From an optimization exercise on the open Yosys and OpenROAD flow, aimed at small area; shortcuts taken in it are not production practice. Function was checked by simulation only, so behaviour that the tests miss may differ from the original. No activity file was given, so power comes from the tool's default toggle rates.

## run A
==> flow/design.v (excerpt) <==
module lcdControllerDemonstration
(
    input clk,
    input backLight,
    input lcdOnIn,
    input[15:0] in,
    output backLightOut,
    output[7:0] lcdBus,
    output lcdOnOut,
    output lcdReadWriteSel,
    output lcdRsSelect,
    output lcdEnableOut,
    output errorLed1,
    output errorLed2
);
Size: ~520 cells after synthesis, roughly 34 I/O pins.
==> flow/config.mk <==
export PLATFORM = sky130hd
export DESIGN_NAME = lcdControllerDemonstration
export DESIGN_NICKNAME = lcdControllerDemonstration
export VERILOG_FILES = /design/flow/design.v
export SDC_FILE = /design/flow/constraint.sdc
export NUM_CORES = 4
export LEC_CHECK = 0
export ABC_AREA = 1
export CAP_MARGIN = 20
export CORE_MARGIN = 2
export CORE_UTILIZATION = 35
export GPL_TIMING_DRIVEN = 0
export PLACE_DENSITY = 0.6
export SLEW_MARGIN = 20
==> flow/constraint.sdc <==
create_clock -name core_clock -period 20.0 [get_ports {clk}]
set_input_delay 4.0000 -clock core_clock [delete_from_list [all_inputs] [get_ports {clk}]]
set_output_delay 4.0000 -clock core_clock [all_outputs]
set_load 0.01 [all_outputs]
standard.sh (not shown) runs the stock make flow with config.mk's settings and CLKGATE_MAP_FILE= SYNTH_SCRIPT=/design/flow/synth_recipe.tcl, a recipe that flattens the netlist after the stock synthesis.
==> flow/flow/run.sh <==
#!/bin/bash
# Layout flow: the standard flow, with two changes to synthesis only:
#  - ABC maps the logic with flow/abc_area.script (area oriented) instead of
#    ORFS's abc_area.script;
#  - adders are left to ABC (ADDER_MAP_FILE empty) instead of being mapped to
#    half/full adder cells first.
# Registers are mapped exactly as in the standard synthesis.
set -uo pipefail
WORK=$(pwd)
{
  echo 'proc abc {args} {'
  echo '  set i [lsearch -exact $args -script]'
  echo "  set args [lreplace \$args \$i [expr {\$i + 1}] -script $WORK/flow/abc_area.script]"
  echo '  yosys abc {*}$args'
  echo '}'
  cat "$WORK/synth_recipe.tcl"
} > "$WORK/my_synth.tcl"
bash standard.sh SYNTH_SCRIPT="$WORK/my_synth.tcl" ADDER_MAP_FILE= MIN_BUF_CELL_AND_PORTS="sky130_fd_sc_hd__buf_1 A X" synth > "$WORK/synth.log" 2>&1 || exit 1
bash standard.sh SYNTH_SCRIPT="$WORK/my_synth.tcl" ADDER_MAP_FILE= MIN_BUF_CELL_AND_PORTS="sky130_fd_sc_hd__buf_1 A X" BUFFER_PORTS_ARGS="-buffer_cell sky130_fd_sc_hd__buf_1" finish > "$WORK/layout.log" 2>&1 || exit 1
==> flow/flow/abc_area.script <==
strash
&get -n
&deepsyn -I 3 -T 40 -t
&put
dch -f
amap
topo
### run A -> run B
Settings: removing GPL_TIMING_DRIVEN (formerly 0).
--- outcome ---
Compared with run A, run B shows a final period utilization that is 0.98 points lower. The post-DP HPWL of run A and that of run B are within noise of each other. Compared with run A, in run B average wire length per cell after detail routing went up by 1.9%, worst slack at placement grew by 0.13 ns, power fell by 0.50%, met2 demand-to-capacity share in global routing saw a decrease, part of the power in registers closely matched the old numbers.
What run C does differently from run B at the input level:
--- a/flow/flow/run.sh
+++ b/flow/flow/run.sh
@@ -18,2 +18,2 @@
-bash standard.sh SYNTH_SCRIPT="$WORK/my_synth.tcl" ADDER_MAP_FILE= MIN_BUF_CELL_AND_PORTS="sky130_fd_sc_hd__buf_1 A X" synth > "$WORK/synth.log" 2>&1 || exit 1
-bash standard.sh SYNTH_SCRIPT="$WORK/my_synth.tcl" ADDER_MAP_FILE= MIN_BUF_CELL_AND_PORTS="sky130_fd_sc_hd__buf_1 A X" BUFFER_PORTS_ARGS="-buffer_cell sky130_fd_sc_hd__buf_1" finish > "$WORK/layout.log" 2>&1 || exit 1
+bash standard.sh SYNTH_SCRIPT="$WORK/my_synth.tcl" ADDER_MAP_FILE= synth > "$WORK/synth.log" 2>&1 || exit 1
+bash standard.sh SYNTH_SCRIPT="$WORK/my_synth.tcl" ADDER_MAP_FILE= finish > "$WORK/layout.log" 2>&1 || exit 1
==> results.txt <==
- nor2_1 as the library cell contributing the largest single delay on the critical path was reported by run B, and clkdlybuf4s50_1 by run C.
- On combinational power: between run C and run B, it ends up lower for run B.
- Run C: least setup slack across all paths after layout 0.54 ns below run B
- From run B to run C the numbers moved as follows: wire length after detailed routing did not really move; met1 usage went up; post-route setup TNS did not really move; synthesis-to-layout area growth went up.
- Sequential power: run C vs run B — no meaningful difference

* * *

The RTL this note starts from:
==> flow/design.v <==
module lcdControllerDemonstration
(
    input clk,
    input backLight,
    input lcdOnIn,
    input[15:0] in,
    output backLightOut,
    output[7:0] lcdBus,
    output lcdOnOut,
    output lcdReadWriteSel,
    output lcdRsSelect,
    output lcdEnableOut,
    output errorLed1,
    output errorLed2
);
    localparam KADDR = 2'd0, KDATA = 2'd1, KSHIFT = 2'd2, KINIT = 2'd3;
    localparam IPOWER = 5'd22;
    function [3:0] add3(input [3:0] x);
        reg g, c0, c1, c2;
        begin
            g = x[3] | (x[2] & (x[1] | x[0]));
            add3[0] = x[0] ^ g;
            c0 = x[0] & g;
            add3[1] = x[1] ^ g ^ c0;
            c1 = (x[1] & g) | (x[1] & c0) | (g & c0);
            add3[2] = x[2] ^ c1;
            c2 = x[2] & c1;
            add3[3] = x[3] ^ c2;
        end
    endfunction
    function [3:0] digitOf(input [15:0] v, input [2:0] s);
        integer i;
        reg[35:0] n;
        begin
            n = 36'd0;
            n[15:0] = v;
            for(i = 0; i < 16; i = i + 1)
            begin
                n[19:16] = add3(n[19:16]);
                n[23:20] = add3(n[23:20]);
                n[27:24] = add3(n[27:24]);
                n[31:28] = add3(n[31:28]);
                n[35:32] = add3(n[35:32]);
                n = n << 1;
            end
            case(s)
                3'd0: digitOf = n[35:32];
                3'd1: digitOf = n[31:28];
                3'd2: digitOf = n[27:24];
                3'd3: digitOf = n[23:20];
                default: digitOf = n[19:16];
            endcase
        end
    endfunction
    reg[19:0] cnt;   
    reg[1:0]  kind;
    reg[4:0]  idx;
    wire init = (kind == KINIT);
    wire[2:0] a = idx[2:0];
    wire[3:0] bl = cnt[19:16];
    reg[19:0] last;
    always @*
    begin
        last = 20'h009E0;
        if(init)
            case(idx)
                5'd22: last = 20'hF4262;
                5'd23, 5'd28, 5'd29, 5'd31: last = 20'h3D0AC;
                5'd24, 5'd25, 5'd26: last = 20'h01D68;
                default: last = 20'h009E0;
            endcase
    end
    wire endStep = ((cnt & last) == last);
    wire early = (cnt[11:5] == 7'd0) & (~init | (cnt[19:12] == 8'd0)) &
                 ~(cnt[4] & cnt[3] & (cnt[2] | (cnt[1] & cnt[0])));
    wire[2:0] fine = cnt[3:1] + a;
    wire atS1 = cnt[11] & cnt[8] & cnt[7] & cnt[6] & ~cnt[4] & ~cnt[0] & (fine == 3'd6);
    wire atS2 = early & ~cnt[4] & cnt[0] & (fine == 3'd5);
    wire atS3 = early & ~cnt[4] & ~cnt[0] & (fine == 3'd7);
    wire ldDg = (kind == KADDR && atS1) || (kind == KDATA && atS2);
    wire ldBl = (kind == KADDR && endStep) || (kind == KDATA && atS3);
    wire[19:0] inc = cnt + 1'b1;
    always @(posedge clk, negedge lcdOnIn)
    begin
        if(lcdOnIn == 1'b0)
        begin
            cnt <= 20'd32;  
            kind <= KINIT;
            idx <= IPOWER;
        end
        else
        begin
            if(init)
                cnt <= endStep ? 20'd0 : inc;
            else
            begin
                cnt[11:0] <= endStep ? 12'd0 : inc[11:0];
                if(ldDg)
                    cnt[15:12] <= digitOf(in, a);
                if(ldBl)
                    cnt[19:16] <= cnt[15:12];
            end
            if(endStep)
            begin
                if(init || kind == KSHIFT)
                    idx <= idx + 1'b1;
                if(kind == KSHIFT || (init && idx == 5'd31))
                    kind <= KADDR;
                else if(!init)
                    kind <= kind + 1'b1;
            end
        end
    end
    wire low5 = ~idx[4] & ~idx[3] & ~(idx[2] & (idx[1] | idx[0]));
    reg[7:0] bus;
    always @*
    begin
        case(kind)
            KINIT:
                case(idx)
                    5'd23, 5'd24, 5'd25, 5'd26: bus = 8'h38;
                    5'd27: bus = 8'h08;
                    5'd28, 5'd31: bus = 8'h01;
                    5'd29: bus = 8'h06;
                    5'd30: bus = 8'h0C;
                    default: bus = 8'h80;
                endcase
            KADDR: bus = {1'b1, idx[4], 2'b00, idx[3:0]};
            KDATA: bus = low5 ? {4'h3, bl} : 8'h80;
            default: bus = (idx == 5'd31) ? 8'h02 : 8'h14;
        endcase
    end
    assign lcdBus = bus;
    assign lcdEnableOut = early;
    assign lcdRsSelect = (kind == KDATA) || (kind == KSHIFT && !endStep) ||
                         (kind == KADDR && endStep);
    assign lcdReadWriteSel = 1'b0;
    assign errorLed1 = 1'b0;
    assign errorLed2 = 1'b0;
    assign lcdOnOut = lcdOnIn;
    assign backLightOut = backLight;
endmodule
Settings: LEC_CHECK=0, ABC_AREA=1, CAP_MARGIN=20, CORE_MARGIN=2, CORE_UTILIZATION=35, CTS_BUF_LIST=sky130_fd_sc_hd__clkbuf_8, CTS_CLUSTER_SIZE=40, PLACE_DENSITY=0.6, SLEW_MARGIN=20; clock period 20.0 ns.
==> flow/flow/run.sh <==
#!/bin/bash
# Layout flow: the standard flow, with two changes to synthesis only:
#  - ABC maps the logic with flow/abc_area.script (area oriented) instead of
#    ORFS's abc_area.script;
#  - adders are left to ABC (ADDER_MAP_FILE empty) instead of being mapped to
#    half/full adder cells first.
# Registers are mapped exactly as in the standard synthesis.
set -uo pipefail
WORK=$(pwd)
{
  echo 'proc abc {args} {'
  echo '  set i [lsearch -exact $args -script]'
  echo "  set args [lreplace \$args \$i [expr {\$i + 1}] -script $WORK/flow/abc_area.script]"
  echo '  yosys abc {*}$args'
  echo '}'
  cat "$WORK/synth_recipe.tcl"
} > "$WORK/my_synth.tcl"
bash standard.sh SYNTH_SCRIPT="$WORK/my_synth.tcl" ADDER_MAP_FILE= MIN_BUF_CELL_AND_PORTS="sky130_fd_sc_hd__buf_1 A X" synth > "$WORK/synth.log" 2>&1 || exit 1
bash standard.sh SYNTH_SCRIPT="$WORK/my_synth.tcl" ADDER_MAP_FILE= MIN_BUF_CELL_AND_PORTS="sky130_fd_sc_hd__buf_1 A X" BUFFER_PORTS_ARGS="-buffer_cell sky130_fd_sc_hd__buf_1" finish > "$WORK/layout.log" 2>&1 || exit 1
==> flow/flow/abc_area.script <==
strash
&get -n
&deepsyn -T 60
&put
dch -f
amap
topo
==> next run, changes <==
--- a/flow/flow/run.sh
+++ b/flow/flow/run.sh
@@ -17,3 +17,3 @@
 } > "$WORK/my_synth.tcl"
-bash standard.sh SYNTH_SCRIPT="$WORK/my_synth.tcl" ADDER_MAP_FILE= MIN_BUF_CELL_AND_PORTS="sky130_fd_sc_hd__buf_1 A X" synth > "$WORK/synth.log" 2>&1 || exit 1
-bash standard.sh SYNTH_SCRIPT="$WORK/my_synth.tcl" ADDER_MAP_FILE= MIN_BUF_CELL_AND_PORTS="sky130_fd_sc_hd__buf_1 A X" BUFFER_PORTS_ARGS="-buffer_cell sky130_fd_sc_hd__buf_1" finish > "$WORK/layout.log" 2>&1 || exit 1
+bash standard.sh SYNTH_SCRIPT="$WORK/my_synth.tcl" ADDER_MAP_FILE= synth > "$WORK/synth.log" 2>&1 || exit 1
+bash standard.sh SYNTH_SCRIPT="$WORK/my_synth.tcl" ADDER_MAP_FILE= finish > "$WORK/layout.log" 2>&1 || exit 1
CTS_BUF_LIST = default   (was sky130_fd_sc_hd__clkbuf_8)
CTS_CLUSTER_SIZE = default   (was 40)
After rerunning:
- count of clock-buffer cells in the layout stays the same
- setup slack degrades by 620 ps
- clock skew increases by 7.9 ps
- first-iteration DRC count went up slightly
- die area climbs slightly
- wire length stays flat
==> next run, changes <==
--- a/flow/flow/run.sh
+++ b/flow/flow/run.sh
@@ -18,2 +18,2 @@
 bash standard.sh SYNTH_SCRIPT="$WORK/my_synth.tcl" ADDER_MAP_FILE= synth > "$WORK/synth.log" 2>&1 || exit 1
-bash standard.sh SYNTH_SCRIPT="$WORK/my_synth.tcl" ADDER_MAP_FILE= finish > "$WORK/layout.log" 2>&1 || exit 1
+bash standard.sh SYNTH_SCRIPT="$WORK/my_synth.tcl" ADDER_MAP_FILE= BUFFER_PORTS_ARGS="-buffer_cell sky130_fd_sc_hd__buf_1" finish > "$WORK/layout.log" 2>&1 || exit 1
After rerunning: Setup slack improved by 710 ps; fmax climbs by 5.0%; clock power climbs by about 6%; routed wire length drops by 1.4%; power barely changes; clock-buffer cell count does not change; clock skew is about the same.

## afterwards: timing with drivers on the ports
In the flow no input, the clock included, has a driving cell. The finished layouts below were timed again as built, in two steps. Step 1: set_driving_cell puts a clkbuf_16 on clk and a buf_2 on each other input, an assumption about the parent block. Step 2, shift: input delay + t, output delay - t, t = (earliest + latest rising clock arrival at the registers) / 2. This alone moves slack from input paths to output paths. Three values: ideal ports, drivers, drivers and shift; two values: the first two.
run | shift t [ns] | setup slack, ns | worst setup path after step 2 | worst register clock-pin slew, ns | worst slew at a driven data input, ns
run A | 0.303 | 6.077 / 6.074 / 5.770 | input to register | 0.10 / 0.10 | 0.03
run B | 0.305 | 6.274 / 6.279 / 5.973 | input to register | 0.10 / 0.10 | 0.06
run C | 0.306 | 5.736 / 5.741 / 5.435 | input to register | 0.11 / 0.11 | 0.06
the first run of note 2 | 0.305 | 5.711 / 5.718 / 5.413 | input to register | 0.10 / 0.10 | 0.06
the second run of note 2 | 0.298 | 5.091 / 5.089 / 4.791 | input to register | 0.10 / 0.10 | 0.06
the third run of note 2 | 0.308 | 5.798 / 5.799 / 5.491 | input to register | 0.10 / 0.10 | 0.06
After both steps every run listed still meets setup and hold.
